Background: an optimization exercise with open tools, aiming at small area, a short achievable clock period and few clock cycles. Do not read the settings as production practice. At most, simulation tests tie the RTL to the original design; equivalence was not proved.

==> job 5848 <==
Design geofence, start of the top module:
module geofence (clk, reset, X, Y, valid, is_inside);
input clk;
input reset;
input [9:0] X;
input [9:0] Y;
output reg valid;
output reg is_inside;
reg [3:0] ph;
reg [9:0] rx, ry;                  
reg vxs, vys;                      
reg [9:0] vxm, nvym;               
reg [11:0] v3xm, nv3ym;            
reg axs, ays, bxs, bys;            
reg [9:0] axm, aym, bxm, bym;
reg deg;                           
reg ins;                           
wire [10:0] dx = {1'b0, X} - {1'b0, rx};
wire [10:0] dy = {1'b0, Y} - {1'b0, ry};
wire [9:0] tx = dx[9:0] ^ {10{dx[10]}};
wire [9:0] ty = dy[9:0] ^ {10{dy[10]}};
wire [9:0] dxm = tx + {9'd0, dx[10]};
wire [9:0] dym = ty + {9'd0, dy[10]};
wire [11:0] d3xm = {2'b00, tx} + {1'b0, tx, 1'b0} + {10'd0, dx[10], dx[10]};
wire [11:0] d3ym = {2'b00, ty} + {1'b0, ty, 1'b0} + {10'd0, dy[10], dy[10]};
wire vxz = ~|vxm;
wire vyz = &nvym;
wire vz = vxz & vyz;               
wire a1 = axs ^ vys, a2 = ays ^ vxs;
  ...
make LEC_CHECK=0 CAP_MARGIN=20 CORE_MARGIN=2 CORE_UTILIZATION=50 SETUP_SLACK_MARGIN=5 SLEW_MARGIN=20 SYNTH_HIERARCHICAL=1 SYNTH_MINIMUM_KEEP_SIZE=0 TNS_END_PERCENT=0 finish   # period 10.0 ns
run.sh (not shown) runs the stock make flow with config.mk's settings and CLKGATE_MAP_FILE= SYNTH_SCRIPT=/design/flow/synth_recipe.tcl, a recipe that flattens the netlist after the stock synthesis.
==> inputs of job 3251, as changes to job 5848 <==
- CELL_PAD_IN_SITES_DETAIL_PLACEMENT: default -> 1
- CORE_UTILIZATION: 50 -> 40
==> notes <==
In job 5848 the worst setup slack is higher than in job 3251, by 0.18 ns. Between job 5848 and job 3251, the lower sequential share of layout area is in job 3251 (gap 0.23 points). Between job 5848 and job 3251, the lower count of clock-buffer cells in the layout is in job 5848 (gap 1). Job 5848 ran to the end with no violations. Job 3251 produced a clean layout. Between job 3251 and job 5848, the lower maximum frequency is in job 3251 (gap about 3.2%, measured against job 5848).
Testbench counts of job 5848, summed over its fixed seeds: cycles 21,600.
Testbench counts of job 3251, summed over its fixed seeds: cycles 21,600.

========
==> inputs of wip/quartz <==
geofence, a different RTL version from the one above (not shown whole).
==> flow/design.v (excerpt) <==
module geofence (clk, reset, X, Y, valid, is_inside);
input clk;
input reset;
input [9:0] X;
input [9:0] Y;
output reg valid;
output reg is_inside;
reg [3:0] ph;
reg [9:0] rx, ry;                  
reg vxs, vys;                      
reg [9:0] vxm, vym;                
reg [21:0] ao, bo, vp;
reg sa, sb;
wire [21:0] ae = sa ? vp : ao;
wire [21:0] be = sb ? vp : bo;
wire axs = ae[21], ays = ae[20];
wire [9:0] axm = ae[19:10], aym = ae[9:0];
wire bxs = be[21], bys = be[20];
wire [9:0] bxm = be[19:10], bym = be[9:0];
reg deg;                           
reg ins;                           
wire [10:0] dx = {1'b0, X} - {1'b0, rx};
wire [10:0] dy = {1'b0, Y} - {1'b0, ry};
wire [9:0] dxm = (dx[9:0] ^ {10{dx[10]}}) + {9'd0, dx[10]};
wire [9:0] dym = (dy[9:0] ^ {10{dy[10]}}) + {9'd0, dy[10]};
wire vxz = ~|vxm;
wire vyz = ~|vym;
wire vz = vxz & vyz;               
wire a1 = axs ^ vys, a2 = ays ^ vxs;
wire b1 = bxs ^ vys, b2 = bys ^ vxs;
wire az = (~|axm | vyz) & (~|aym | vxz);
wire bz = (~|bxm | vyz) & (~|bym | vxz);
wire ca = ~a1;
  ...
make LEC_CHECK=0 CAP_MARGIN=20 CORE_MARGIN=2 CORE_UTILIZATION=60 SETUP_SLACK_MARGIN=5 SLEW_MARGIN=20 SYNTH_HIERARCHICAL=1 SYNTH_MINIMUM_KEEP_SIZE=0 TNS_END_PERCENT=0 finish   # period 10.0 ns
==> inputs of wip/nickel, as changes to wip/quartz <==
--- a/flow/design.v
+++ b/flow/design.v
@@ -5,22 +5,16 @@
 input [9:0] Y;
 output reg valid;
 output reg is_inside;
 reg [3:0] ph;
 reg [9:0] rx, ry;                  
 reg vxs, vys;                      
 reg [9:0] vxm, vym;                
-reg [21:0] ao, bo, vp;
-reg sa, sb;
-wire [21:0] ae = sa ? vp : ao;
-wire [21:0] be = sb ? vp : bo;
-wire axs = ae[21], ays = ae[20];
-wire [9:0] axm = ae[19:10], aym = ae[9:0];
-wire bxs = be[21], bys = be[20];
-wire [9:0] bxm = be[19:10], bym = be[9:0];
+reg axs, ays, bxs, bys;            
+reg [9:0] axm, aym, bxm, bym;
 reg deg;                           
 reg ins;                           
 wire [10:0] dx = {1'b0, X} - {1'b0, rx};
 wire [10:0] dy = {1'b0, Y} - {1'b0, ry};
 wire [9:0] dxm = (dx[9:0] ^ {10{dx[10]}}) + {9'd0, dx[10]};
 wire [9:0] dym = (dy[9:0] ^ {10{dy[10]}}) + {9'd0, dy[10]};
 wire vxz = ~|vxm;
@@ -1439,19 +1433,20 @@
         rx <= X;
         ry <= Y;
     end
     vxs <= dx[10];
     vys <= dy[10];
     vxm <= dxm;
     vym <= dym;
-    ao <= ae;
-    bo <= be;
-    vp <= {vxs, vys, vxm, vym};
-    sa <= first | new_a;
-    sb <= first | new_b;
+    if (first | new_a) begin
+        axs <= vxs; ays <= vys; axm <= vxm; aym <= vym;
+    end
+    if (first | new_b) begin
+        bxs <= vxs; bys <= vys; bxm <= vxm; bym <= vym;
+    end
     deg <= first | (deg & ~new_a & ~new_b);
     ins <= ins_nx;
     if (ph == 4'd7)
         is_inside <= ins_nx;
 end
 endmodule
 module geofence_fa (a, b, c, s, co);
PLACE_DENSITY_LB_ADDON = 0.2   (was default)
==> inputs of wip/indigo, as changes to wip/quartz <==
--- a/flow/design.v
+++ b/flow/design.v
@@ -5,22 +5,16 @@
 input [9:0] Y;
 output reg valid;
 output reg is_inside;
 reg [3:0] ph;
 reg [9:0] rx, ry;                  
 reg vxs, vys;                      
 reg [9:0] vxm, vym;                
-reg [21:0] ao, bo, vp;
-reg sa, sb;
-wire [21:0] ae = sa ? vp : ao;
-wire [21:0] be = sb ? vp : bo;
-wire axs = ae[21], ays = ae[20];
-wire [9:0] axm = ae[19:10], aym = ae[9:0];
-wire bxs = be[21], bys = be[20];
-wire [9:0] bxm = be[19:10], bym = be[9:0];
+reg axs, ays, bxs, bys;            
+reg [9:0] axm, aym, bxm, bym;
 reg deg;                           
 reg ins;                           
 wire [10:0] dx = {1'b0, X} - {1'b0, rx};
 wire [10:0] dy = {1'b0, Y} - {1'b0, ry};
 wire [9:0] dxm = (dx[9:0] ^ {10{dx[10]}}) + {9'd0, dx[10]};
 wire [9:0] dym = (dy[9:0] ^ {10{dy[10]}}) + {9'd0, dy[10]};
 wire vxz = ~|vxm;
@@ -1439,19 +1433,20 @@
         rx <= X;
         ry <= Y;
     end
     vxs <= dx[10];
     vys <= dy[10];
     vxm <= dxm;
     vym <= dym;
-    ao <= ae;
-    bo <= be;
-    vp <= {vxs, vys, vxm, vym};
-    sa <= first | new_a;
-    sb <= first | new_b;
+    if (first | new_a) begin
+        axs <= vxs; ays <= vys; axm <= vxm; aym <= vym;
+    end
+    if (first | new_b) begin
+        bxs <= vxs; bys <= vys; bxm <= vxm; bym <= vym;
+    end
     deg <= first | (deg & ~new_a & ~new_b);
     ins <= ins_nx;
     if (ph == 4'd7)
         is_inside <= ins_nx;
 end
 endmodule
 module geofence_fa (a, b, c, s, co);
CORE_UTILIZATION = 75   (was 60)
TNS_END_PERCENT = default   (was 0)
==> results.toml <==
[status]
status = "finished clean"

[global_routing]
grt_pass1_vias = 11700
grtUsageTotal_pct = 29.7
met2_usage_pct = 49.7

[timing]
holdWs_ps = 480

[placed_design]
place_inst = 1705
place_area_sq_um = 14900

[clock_network]
numCtsBuffers = 9

[yosys]
ys_seq_area_share_pct = 17.7
synth_seq_cells = 94

[power_and_ir_drop]
the above is filed under wip/nickel

==> results.toml <==
[yosys]
synth_seq_cells = 118

[cells_and_area]
nonClockBufferCount = 53

[placed_design]
place_inst = 1785
place_area_sq_um = 15500

[global_routing]
grt_pass1_vias = 11800

[timing]
holdWs_ps = 449

[status]
status = "finished clean"
the above is filed under wip/quartz

==> results.toml <==
[placed_design]
place_inst = 1644
place_area_sq_um = 14900

[clock_network]
clkTransAtPathRegs_ps = 70
numCtsBuffers = 9

[timing]
holdWs_ps = 488

[global_routing]
met2_usage_pct = 66.6
grt_pass1_vias = 12400
grtUsageTotal_pct = 40.8

[yosys]
ys_seq_area_share_pct = 17.7

[status]
status = "finished clean"
the above is filed under wip/indigo

Testbench counts of wip/nickel, summed over its fixed seeds: cycles 21,600.
Testbench counts of wip/indigo, summed over its fixed seeds: cycles 21,600.
The RTL of wip/quartz was laid out without a check of its function.

separate check: timing with driven ports:
The results above use ideal ports. As a check the final layouts listed here were re-extracted and re-timed, cells and wires unchanged. Step 1: set_driving_cell puts a clkbuf_16 on clk and a buf_2 on each other input, an assumption about the parent block. Step 2 also shifts input and output timing later by t, the mid clock arrival at the registers, as if the neighbouring blocks saw the same clock. Three values: ideal, step 1, step 2; two values: the first two.
run | t (ns) | slack for setup (ns) | worst setup path at the end | latest minus earliest clock arrival (ns) | worst slew at a driven data input, ns
job 5848 | 0.458 | 4.582 / 4.582 / 4.270 | input to register | 0.017 / 0.018 | 0.03
job 3251 | 0.472 | 4.401 / 4.401 / 4.123 | input to register | 0.019 / 0.018 | 0.03
wip/quartz | 0.461 | 4.211 / 4.211 / 4.018 | input to register | 0.013 / 0.013 | 0.04
wip/nickel | 0.387 | 4.202 / 4.202 / 4.155 | input to register | 0.009 / 0.009 | 0.04
wip/indigo | 0.383 | 4.323 / 4.323 / 4.323 | register to register | 0.010 / 0.009 | 0.04
After both steps setup and hold are still met in every run listed. For job 5848, which loses most, drivers alone change the setup slack by 0.000 ns; drivers and shift together by -0.312 ns.
